From an optimization exercise on the open Yosys and OpenROAD flow, aimed at small area and a short achievable clock period; shortcuts taken in it are not production practice.
Function not checked in this run: the RTL went through the layout flow alone.
No activity file was given, so power comes from the tool's default toggle rates.

[design/flow/constraint.sdc]
create_clock -name core_clock -period 11.0 [get_ports {clk}]
set_input_delay 2.2000 -clock core_clock [delete_from_list [all_inputs] [get_ports {clk}]]
set_output_delay 2.2000 -clock core_clock [all_outputs]
set_load 0.01 [all_outputs]
[design/flow/standard.sh]
#!/bin/bash
# synth_recipe.tcl (not shown) runs the flow's synth.tcl, then flattens the netlist and writes it again
# the make line also repeats each setting of config.mk as NAME=value (left out here)
make -C /OpenROAD-flow-scripts/flow DESIGN_CONFIG=/design/flow/config.mk WORK_HOME=/design/flow/orfs CLKGATE_MAP_FILE= SYNTH_SCRIPT=/design/flow/synth_recipe.tcl "${@:-finish}"
[design/flow/config.mk]
export PLATFORM = sky130hd
export DESIGN_NAME = fft_16
export DESIGN_NICKNAME = fft_16
export VERILOG_FILES = /design/flow/design.v
export SDC_FILE = /design/flow/constraint.sdc
export NUM_CORES = 4
export LEC_CHECK = 0
export ABC_CLOCK_PERIOD_IN_PS = 2500
export CAP_MARGIN = 20
export CORE_MARGIN = 2
export CORE_UTILIZATION = 40
export SLEW_MARGIN = 20
[design/flow/flow/run.sh]
#!/bin/bash
set -euo pipefail
export SETUP_SLACK_MARGIN=8.0
bash standard.sh > make_standard.log 2>&1
[design/flow/design.v]
module tf_multi (
    input  signed [11:0] a,
    input  signed [11:0] b,
    input  signed [13:0] a3,       
    input  signed [13:0] b3,       
    input         [47:0] sel,      
    output        [21:0] re_s,
    output        [21:0] re_c,
    output        [21:0] im_s,
    output        [21:0] im_c
);
    wire [4:0] c6 = sel[47:43], c3 = sel[42:38], c0 = sel[37:33];
    wire [4:0] s6 = sel[32:28], s3 = sel[27:23], s0 = sel[22:18];
    wire [2:0] ns = sel[17:15];
    wire [2:0] k_ra6 = sel[14:12], k_rb6 = sel[11:9], k_ib6 = sel[8:6],
               k_ia3 = sel[5:3],   k_ib3 = sel[2:0];
    function [21:0] row(input signed [11:0] x, input signed [13:0] x3,
                        input [3:0] m, input neg, input integer p, input [2:0] kc);
        reg signed [21:0] mv, xs, x3s;
        begin
            xs = x;
            x3s = x3;
            mv = ({22{m[0]}} & xs) | ({22{m[1]}} & (xs << 1))
               | ({22{m[2]}} & x3s) | ({22{m[3]}} & (xs << 2));
            row = neg ? ~(mv << p) : ((mv << p) | kc);
        end
    endfunction
    function [43:0] csa(input [21:0] x, input [21:0] y, input [21:0] z);
        csa = {x ^ y ^ z, ((x & y) | (x & z) | (y & z)) << 1};
    endfunction
    function [43:0] tree6(input [21:0] r0, input [21:0] r1, input [21:0] r2,
                          input [21:0] r3, input [21:0] r4, input [21:0] r5);
        reg [43:0] l1a, l1b, l2;
        begin
            l1a = csa(r0, r1, r2);
            l1b = csa(r3, r4, r5);
            l2  = csa(l1a[43:22], l1a[21:0], l1b[43:22]);
            tree6 = csa(l2[43:22], l2[21:0], l1b[21:0]);
        end
    endfunction
    wire [43:0] re_v = tree6(row(a, a3, c6[3:0], c6[4], 6, k_ra6),
                             row(a, a3, c3[3:0], c3[4], 3, 3'd0),
                             row(a, a3, c0[3:0], c0[4], 0, 3'd0),
                             row(b, b3, s6[3:0], s6[4], 6, k_rb6),
                             row(b, b3, s3[3:0], s3[4], 3, 3'd0),
                             row(b, b3, s0[3:0], s0[4], 0, 3'd0));
    wire [43:0] im_v = tree6(row(a, a3, s6[3:0], ns[2], 6, 3'd0),
                             row(a, a3, s3[3:0], ns[1], 3, k_ia3),
                             row(a, a3, s0[3:0], ns[0], 0, 3'd0),
                             row(b, b3, c6[3:0], c6[4], 6, k_ib6),
                             row(b, b3, c3[3:0], c3[4], 3, k_ib3),
                             row(b, b3, c0[3:0], c0[4], 0, 3'd0));
    assign re_s = re_v[43:22];
    assign re_c = re_v[21:0];
    assign im_s = im_v[43:22];
    assign im_c = im_v[21:0];
endmodule
module tf_dec (
    input  [2:0]  k,
    output [47:0] sel
);
    function [4:0] dg(input integer d);
        dg = {d < 0, (d == 4 || d == -4), (d == 3 || d == -3),
              (d == 2 || d == -2), (d == 1 || d == -1)};
    endfunction
    reg [47:0] t;
    always @(*) begin
        case (k)
            3'd1: t = {dg( 4), dg(-2), dg(-4), dg(1), dg( 4), dg( 2), 3'b111, 3'd2, 3'd0, 3'd5, 3'd0, 3'd0};
            3'd2: t = {dg( 3), dg(-1), dg(-3), dg(3), dg(-1), dg(-2), 3'b100, 3'd4, 3'd0, 3'd3, 3'd0, 3'd0};
            3'd3: t = {dg( 1), dg( 4), dg( 1), dg(4), dg(-2), dg(-3), 3'b100, 3'd2, 3'd0, 3'd1, 3'd0, 3'd0};
            3'd4: t = {dg( 0), dg( 0), dg( 0), dg(4), dg( 0), dg( 0), 3'b100, 3'd0, 3'd0, 3'd1, 3'd0, 3'd0};
            3'd5: t = {dg(-1), dg(-4), dg(-2), dg(4), dg(-2), dg(-3), 3'b100, 3'd0, 3'd5, 3'd0, 3'd4, 3'd0};
            3'd6: t = {dg(-3), dg( 1), dg( 2), dg(3), dg(-1), dg(-2), 3'b100, 3'd0, 3'd3, 3'd0, 3'd2, 3'd0};
            3'd7: t = {dg(-4), dg( 2), dg( 3), dg(1), dg( 4), dg( 2), 3'b111, 3'd0, 3'd1, 3'd0, 3'd0, 3'd4};
            default: t = 48'd0;
        endcase
    end
    assign sel = t;
endmodule
module tf_multi2 (
    input  signed [11:0] a,
    input  signed [11:0] b,
    input  signed [12:0] u,
    input  signed [12:0] v,
    input                w2,       
    input                w4,
    input                w6,
    output        [21:0] re_s,
    output        [21:0] re_c,
    output        [21:0] im_s,
    output        [21:0] im_c
);
    function [43:0] csa(input [21:0] x, input [21:0] y, input [21:0] z);
        csa = {x ^ y ^ z, ((x & y) | (x & z) | (y & z)) << 1};
    endfunction
    function [43:0] tree6(input [21:0] r0, input [21:0] r1, input [21:0] r2,
                          input [21:0] r3, input [21:0] r4, input [21:0] r5);
        reg [43:0] l1a, l1b, l2;
        begin
            l1a = csa(r0, r1, r2);
            l1b = csa(r3, r4, r5);
            l2  = csa(l1a[43:22], l1a[21:0], l1b[43:22]);
            tree6 = csa(l2[43:22], l2[21:0], l1b[21:0]);
        end
    endfunction
    wire signed [21:0] xr = w6 ? v : w2 ? u : 22'sd0;
    wire signed [21:0] xi = w6 ? ~u : w2 ? v : 22'sd0;
    wire signed [21:0] nu = ~u;
    wire signed [21:0] na = ~a;
    wire signed [21:0] su = u;
    wire signed [21:0] sv = v;
    wire signed [21:0] sb = b;
    wire signed [21:0] re_r0 = w2 ? su : w6 ? (sv <<< 1) : 22'sd0;
    wire signed [21:0] re_r5 = w2 ? sb : w4 ? (sb <<< 8) : 22'sd0;
    wire signed [21:0] im_r0 = w2 ? sv : w6 ? (nu <<< 1) : 22'sd256;
    wire signed [21:0] im_r5 = w2 ? na : w4 ? (na <<< 8) : 22'sd182;
    wire [21:0] im_r2 = (xi <<< 2) | {21'd0, w2};
    wire [43:0] re_v = tree6(xr <<< 7, xr <<< 5, xr <<< 4, xr <<< 2, re_r0, re_r5);
    wire [43:0] im_v = tree6(xi <<< 7, xi <<< 5, xi <<< 4, im_r2, im_r0, im_r5);
    assign re_s = re_v[43:22];
    assign re_c = re_v[21:0];
    assign im_s = im_v[43:22];
    assign im_c = im_v[21:0];
endmodule
module fft_16 (
    input                clk,
    input                rst_n,
    input                en,
    input  signed [11:0] sin_re,
    input  signed [11:0] sin_im,
    output signed [11:0] sout_re,
    output signed [11:0] sout_im
);
    function signed [11:0] sat13(input signed [12:0] x);
        sat13 = (x[12] ^ x[11]) ? {x[12], {11{~x[12]}}} : x[11:0];
    endfunction
    function signed [11:0] sat14(input signed [13:0] x);
        sat14 = (x[13:11] == 3'b000 || x[13:11] == 3'b111) ? x[11:0]
                                                         : {x[13], {11{~x[13]}}};
    endfunction
    reg [3:0] count;
    wire [3:0] count_n = (!rst_n || !en) ? 4'd0 : count + 4'd1;
    always @(posedge clk) count <= count_n;
    wire [47:0] sel1_n;
    tf_dec dec1 (.k(count_n[2:0] + 3'd1), .sel(sel1_n));
    reg [47:0] sel1;
    reg w2r, w4r, w6r;
    always @(posedge clk) begin
        sel1 <= sel1_n;
        w2r <= (count_n[1:0] == 2'd1);
        w4r <= (count_n[1:0] == 2'd2);
        w6r <= (count_n[1:0] == 2'd3);
    end
    integer i;
    reg [2:0] age;
    always @(posedge clk) begin
        if (!rst_n)          age <= 3'd0;
        else if (age != 3'd6) age <= age + 3'd1;
    end
    wire ok1 = (age == 3'd6);      
    wire ok2 = (age >= 3'd2);      
    reg signed [12:0] d1r0_re, d1r0_im;           
    reg signed [11:0] d1_re [1:7];
    reg signed [11:0] d1_im [1:7];
    reg signed [13:0] s1_re, s1_im;               
    reg signed [13:0] p3_re, p3_im;               
    reg        [21:0] v1rs, v1rc, v1is, v1ic;      
    wire signed [11:0] a1_re = ok1 ? d1_re[7] : 12'sd0;
    wire signed [11:0] a1_im = ok1 ? d1_im[7] : 12'sd0;
    wire signed [12:0] add1_re = a1_re + sin_re;
    wire signed [12:0] add1_im = a1_im + sin_im;
    wire signed [12:0] sub1_re = a1_re - sin_re;
    wire signed [12:0] sub1_im = a1_im - sin_im;
    wire [21:0] t1rs, t1rc, t1is, t1ic;
    tf_multi tf1 (.a(d1_re[6]), .b(d1_im[6]), .a3(p3_re), .b3(p3_im),
                  .sel(sel1),
                  .re_s(t1rs), .re_c(t1rc), .im_s(t1is), .im_c(t1ic));
    wire [21:0] m1_re_full = v1rs + v1rc;
    wire [21:0] m1_im_full = v1is + v1ic;
    wire signed [13:0] m1_re = m1_re_full[21:8];
    wire signed [13:0] m1_im = m1_im_full[21:8];
    always @(posedge clk) begin
        v1rs <= t1rs; v1rc <= t1rc; v1is <= t1is; v1ic <= t1ic;
        for (i = 2; i < 8; i = i + 1) begin
            d1_re[i] <= d1_re[i-1];
            d1_im[i] <= d1_im[i-1];
        end
        p3_re <= (d1_re[5] <<< 1) + d1_re[5];
        p3_im <= (d1_im[5] <<< 1) + d1_im[5];
        if (!rst_n) begin
            d1r0_re <= 13'd0; d1r0_im <= 13'd0;
            d1_re[1] <= 12'd0; d1_im[1] <= 12'd0;
            s1_re <= 14'd0; s1_im <= 14'd0;
        end else begin
            d1r0_re <= count[3] ? sub1_re : {sin_re[11], sin_re};
            d1r0_im <= count[3] ? sub1_im : {sin_im[11], sin_im};
            d1_re[1] <= sat13(d1r0_re);
            d1_im[1] <= sat13(d1r0_im);
            s1_re <= count[3] ? add1_re : (count[2:0] == 3'd0) ? a1_re : ok1 ? m1_re : 14'sd0;
            s1_im <= count[3] ? add1_im : (count[2:0] == 3'd0) ? a1_im : ok1 ? m1_im : 14'sd0;
        end
    end
    wire bfly2 = (count[2:0] == 3'd0) | (count[2] & (count[1] | count[0]));
    wire signed [11:0] y1_re = sat14(s1_re);
    wire signed [11:0] y1_im = sat14(s1_im);
    reg signed [12:0] d2r0_re, d2r0_im;
    reg signed [11:0] d2_re [1:3];
    reg signed [11:0] d2_im [1:3];
    reg signed [13:0] s2_re, s2_im;
    reg signed [12:0] u2, v2;                     
    reg        [21:0] v2rs, v2rc, v2is, v2ic;
    wire signed [11:0] a2_re = ok2 ? d2_re[3] : 12'sd0;
    wire signed [11:0] a2_im = ok2 ? d2_im[3] : 12'sd0;
    wire signed [12:0] add2_re = a2_re + y1_re;
    wire signed [12:0] add2_im = a2_im + y1_im;
    wire signed [12:0] sub2_re = a2_re - y1_re;
    wire signed [12:0] sub2_im = a2_im - y1_im;
    wire [21:0] t2rs, t2rc, t2is, t2ic;
    tf_multi2 tf2 (.a(d2_re[2]), .b(d2_im[2]), .u(u2), .v(v2),
                   .w2(w2r), .w4(w4r), .w6(w6r),
                   .re_s(t2rs), .re_c(t2rc), .im_s(t2is), .im_c(t2ic));
    wire [21:0] m2_re_full = v2rs + v2rc;
    wire [21:0] m2_im_full = v2is + v2ic;
    wire signed [13:0] m2_re = m2_re_full[21:8];
    wire signed [13:0] m2_im = m2_im_full[21:8];
    always @(posedge clk) begin
        v2rs <= t2rs; v2rc <= t2rc; v2is <= t2is; v2ic <= t2ic;
        d2_re[2] <= d2_re[1]; d2_im[2] <= d2_im[1];
        d2_re[3] <= d2_re[2]; d2_im[3] <= d2_im[2];
        u2 <= d2_re[1] + d2_im[1];
        v2 <= d2_im[1] - d2_re[1];
        if (!rst_n) begin
            d2r0_re <= 13'd0; d2r0_im <= 13'd0;
            d2_re[1] <= 12'd0; d2_im[1] <= 12'd0;
            s2_re <= 14'd0; s2_im <= 14'd0;
        end else begin
            d2r0_re <= bfly2 ? sub2_re : {y1_re[11], y1_re};
            d2r0_im <= bfly2 ? sub2_im : {y1_im[11], y1_im};
            d2_re[1] <= sat13(d2r0_re);
            d2_im[1] <= sat13(d2r0_im);
            s2_re <= bfly2 ? add2_re : (count[1:0] == 2'd1) ? a2_re : ok2 ? m2_re : 14'sd0;
            s2_im <= bfly2 ? add2_im : (count[1:0] == 2'd1) ? a2_im : ok2 ? m2_im : 14'sd0;
        end
    end
    wire signed [11:0] y2_re = sat14(s2_re);
    wire signed [11:0] y2_im = sat14(s2_im);
    reg signed [12:0] d3r0_re, d3r0_im;
    reg signed [11:0] d3_re, d3_im;
    reg signed [12:0] s3_re, s3_im;
    wire signed [12:0] add3_re = d3_re + y2_re;
    wire signed [12:0] add3_im = d3_im + y2_im;
    wire signed [12:0] sub3_re = d3_re - y2_re;
    wire signed [12:0] sub3_im = d3_im - y2_im;
    wire signed [12:0] neg3_re = -d3_re;
    always @(posedge clk) begin
        if (!rst_n) begin
            d3r0_re <= 13'd0; d3r0_im <= 13'd0;
            d3_re <= 12'd0;   d3_im <= 12'd0;
            s3_re <= 13'd0;   s3_im <= 13'd0;
        end else begin
            d3r0_re <= count[1] ? {y2_re[11], y2_re} : sub3_re;
            d3r0_im <= count[1] ? {y2_im[11], y2_im} : sub3_im;
            d3_re <= sat13(d3r0_re);
            d3_im <= sat13(d3r0_im);
            s3_re <= ~count[1] ? add3_re : count[0] ? {d3_im[11], d3_im} : {d3_re[11], d3_re};
            s3_im <= ~count[1] ? add3_im : count[0] ? neg3_re : {d3_im[11], d3_im};
        end
    end
    wire signed [11:0] y3_re = sat13(s3_re);
    wire signed [11:0] y3_im = sat13(s3_im);
    reg signed [12:0] d4r_re, d4r_im;
    reg signed [11:0] s4_re, s4_im;
    wire signed [11:0] a4_re = sat13(d4r_re);
    wire signed [11:0] a4_im = sat13(d4r_im);
    wire signed [12:0] add4_re = a4_re + y3_re;
    wire signed [12:0] add4_im = a4_im + y3_im;
    wire signed [12:0] sub4_re = a4_re - y3_re;
    wire signed [12:0] sub4_im = a4_im - y3_im;
    always @(posedge clk) begin
        if (!rst_n) begin
            d4r_re <= 13'd0; d4r_im <= 13'd0;
            s4_re <= 12'd0;  s4_im <= 12'd0;
        end else begin
            d4r_re <= count[0] ? {y3_re[11], y3_re} : sub4_re;
            d4r_im <= count[0] ? {y3_im[11], y3_im} : sub4_im;
            s4_re <= count[0] ? a4_re : sat13(add4_re);
            s4_im <= count[0] ? a4_im : sat13(add4_im);
        end
    end
    assign sout_re = s4_re;
    assign sout_im = s4_im;
endmodule
==> results_dict.tcl <==
set metrics [dict create \
    slew_headroom 0.405 \
    required_ps 11620 \
    drive_above_1_share 0.250 \
    ys_async_sr_fraction 0 \
    final_common_cell "dfxtp_1" \
    grt_max_degree 83 \
    cp-start-kind "input port" \
    syn_avg_cell_area_um2 9.00 \
    synthToLayoutAreaGrowth_pct 27.0 \
    seq_power_share 0.261 \
    synth-main-ff-cell "dfxtp_1" \
    holdWs_ps 320 \
    p_int_mw 8.68 \
    fp.dieW_um 337 \
    cts_tree "yes" \
    ys_types 105 \
    coreArea_um2 110000 \
    rows 122 \
    route.detailed.drc 0 \
    post_drt_wl_per_cell_um 20.9 \
    cts_buffer_depth 3 \
    grt_overflow 0 \
    grt_usage 0.236 \
    synth-edff-count 0 \
    pin_count 51 \
    total_power_mw 14.9 \
    period_share 0.350 \
    drt_iter0_drc 3137 \
    dp.cells 6219 \
    gp_congestion 0.925 \
    path_max_fanout 5 \
    setup_viol 0 \
    start_util 0.402 \
    min_path_type "flop to flop" \
    routed_wl_um 140000 \
    ys_ff_latch 709 \
    max-cap-violations 0 \
    fill_cells 9872 \
    num_vias 36730 \
    yosysWarnings 12 \
    cp_slowest_cell "or4_1" \
    synth_nets 5572 \
    finClkSkew_ps 36.3 \
    first_global_vias 35407 \
    crit_type "input port to flop" \
    fin_tns_setup_ps 0 \
    fmax_mhz 260 \
    grt_pass1_wl_um 208000 \
    clk_latency_ps 690 \
    rsz0062_at_grt "yes" \
    placed_area_um2 46500 \
    drv_slew 0 \
    drt-vias-per-instance 5.49 \
    ant_nets 0 \
    hold_violations 0 \
    htree_levels 3 \
    tightest_slew_ps 890 \
    critical-path-top-delay-family "compound AO/OA/AOI/OAI gates" \
    dp_hpwl_um 93200 \
    synth_area_um2 44400 \
    leakage_nw 24.1 \
    cp.arrival_ps 4470 \
    power_switching_mw 6.25 \
    final_area_um2 56300 \
    p_clk_frac 0.198 \
    cts.sinks 709 \
    cp-end-kind "flop" \
    crit_buf_inv 2 \
    nets 5786 \
    cts_buffers 80 \
    clock-root-buffer "clkbuf_16" \
    cp_cell_sequence "buf_8, ha_4, inv_2, fa_2, a31oi_1, o22ai_1, a32oi_1, maj3_2, o21ai_4, a211oi_2, nor2_1, or4_1, o21ai_1" \
    die_h_um 337 \
    path_clk_slew_ps 60 \
    antenna_found_initial 3 \
    synthCells 4929 \
    min_period_ps 3850 \
    port_buffers 50 \
    finalNonFillerCells 6695 \
    ys_seq_area_frac 0.320 \
    max_stage_delay_ps 400 \
    mostFrequentLayoutCells "dfxtp_1 (653), inv_1 (438), nor2_1 (354)" \
    p_per_area_nw_per_um2 265 \
    combPwrFrac 0.540 \
    p_sw_frac 0.419 \
    outcome "no timing/DRC/antenna violations" \
    drt_pass1_iterations 9 \
    die_area_um2 114000 \
    vdd_drop_max_uv 172 \
]
## flip-flops by register name, summed over array words and instances, names as in the netlist, 19 cells and up
register / count
d2_im: 36
v1ic: 20
d1_re: 83
v1rc: 20
v2ic: 20
d1_im: 83
v1is: 20
v2rc: 20
v2is: 19
d2_re: 36
v1rs: 20
v2rs: 19
sel1: 19
## worst register-to-register path: stages, from the launching register on
cell      delay [ps]
dfxtp_1          310
inv_1             80
ha_1             180
buf_8            210
and2_4           220
buf_8            210
nand2_1          150
inv_1            140
ha_4             150
inv_2             40
fa_2             390
inv_2             80
a21oi_2           50
o21ai_1          170
a22oi_2          110
maj3_2           390
buf_4            170
o21bai_4         180
a221o_1          200
a32oi_1           60
o41ai_1          110
## metal layers
layer / GRT usage / share of wire / up-vias
li1: - / - / 17196
met4: 0.0783 / 0.039 / 0
met2: 0.395 / 0.47 / 1317
met5: 0 / 0 / -
met3: 0.0341 / 0.065 / 328
met1: 0.311 / 0.43 / 17889
## per-stage QoR
step,util,setup WS (ps)
2_1_floorplan,-,6680
3_3_place_gp,0.421,5820
3_5_place_dp,0.421,5820
4_1_cts,0.482,7230
5_1_grt,0.511,7070
6_report,0.511,7150
## cells by family after synthesis
kind of cell	synth area share
adder cells (fa/ha/maj)	0.222
flip-flops	0.320
XOR/XNOR	0.0760
AND/OR/NAND/NOR	0.115
AO/OA/AOI/OAI	0.185
multiplexers	0.0134
buffers and inverters	0.0682
## cell type report
class / count / area, µm² / share of cell area
Sequential cell: 709 / 14300 / 0.254
Antenna cell: 1 / 2.50 / 0.0000444
Tap cell: 1488 / 1860 / 0.0330
Clock inverter: 51 / 806 / 0.0143
Inverter: 513 / 2000 / 0.0355
Clock buffer: 94 / 2120 / 0.0376
Multi-Input combinational cell: 3432 / 31100 / 0.551
Timing Repair Buffer: 407 / 4170 / 0.0741
## synthesized netlist by cell type (all sizes together) (10+ instances only)
library cell / count / share of area
nand2: 373 / 0.032
and2: 35 / 0.0049
nor2b: 36 / 0.0051
inv: 510 / 0.043
o21a: 24 / 0.0041
o211ai: 14 / 0.0024
nand2b: 40 / 0.0056
xor2: 118 / 0.023
o22ai: 32 / 0.0045
o31ai: 34 / 0.0072
a22oi: 72 / 0.012
ha: 350 / 0.099
a21oi: 374 / 0.043
a222oi: 57 / 0.013
mux2: 11 / 0.0028
o21ai: 241 / 0.027
nor3: 60 / 0.0068
o21bai: 43 / 0.0074
o41ai: 11 / 0.0026
and3: 39 / 0.0055
a31oi: 30 / 0.0047
buf: 62 / 0.0062
nand3b: 10 / 0.0017
clkbuf: 216 / 0.018
a211oi: 56 / 0.0096
a22o: 33 / 0.0065
maj3: 15 / 0.0036
or2: 22 / 0.0032
a21boi: 16 / 0.0027
or3: 22 / 0.0031
a21o: 45 / 0.0076
dfxtp: 709 / 0.32
a2bb2oi: 11 / 0.0025
fa: 266 / 0.12
nor2: 381 / 0.032
a221oi: 29 / 0.0060
xnor2: 266 / 0.053
mux2i: 47 / 0.011
nand3: 77 / 0.0087
## power by group through the flow
| stage | combinational (mW) | clock, mW | sequential [mW] |
|---|---|---|---|
| global route | 8.90 | 3.11 | 3.95 |
| floorplan | 4.96 | 0 | 3.61 |
| detailed placement | 6.34 | 0 | 3.90 |
| finish | 8.07 | 2.96 | 3.90 |
| CTS | 7.23 | 3.02 | 3.86 |
| global placement | 6.26 | 0 | 3.90 |
## final timing paths
kind                 from            to  slack, ps  cells after the start
max             sin_re[0]   d1r0_re[12]       7150                     13
min          d1_im[4][11]  d1_im[5][11]        320                      0
max reg2reg        age[0]      s1_im[8]       7310                     20
min reg2reg  d1_im[4][11]  d1_im[5][11]        320                      0
## repair_timing
action / CTS / global route
gates cloned: 12 / 12
hold buffers: 0 / 0
setup endpoints to repair: 427 / 285
pin swaps: 247 / 335
setup buffers: 179 / 127
resized for setup: 647 / 457

static timing again, ports no longer ideal:
No port has a modelled driver above. Below, the same layout with a new extraction and two added sets of constraints. Step 1: set_driving_cell puts a clkbuf_16 on clk and a buf_2 on each other input, an assumption about the parent block. Step 2 also shifts input and output timing later by t, the mid clock arrival at the registers, as if the neighbouring blocks saw the same clock. Three values: ideal, step 1, step 2; two values: the first two.
shift t [ns]: 0.738
setup slack, ns: 7.151 / 7.159 / 6.421
hold slack, ns: 0.320 / 0.320 / 0.320
worst setup path after step 2: input to register
worst data-port slew with drivers (ns): 0.20
After both steps this run still meets setup and hold. The setup slack of this run moves by +0.008 ns with the drivers and by -0.730 ns with both steps.
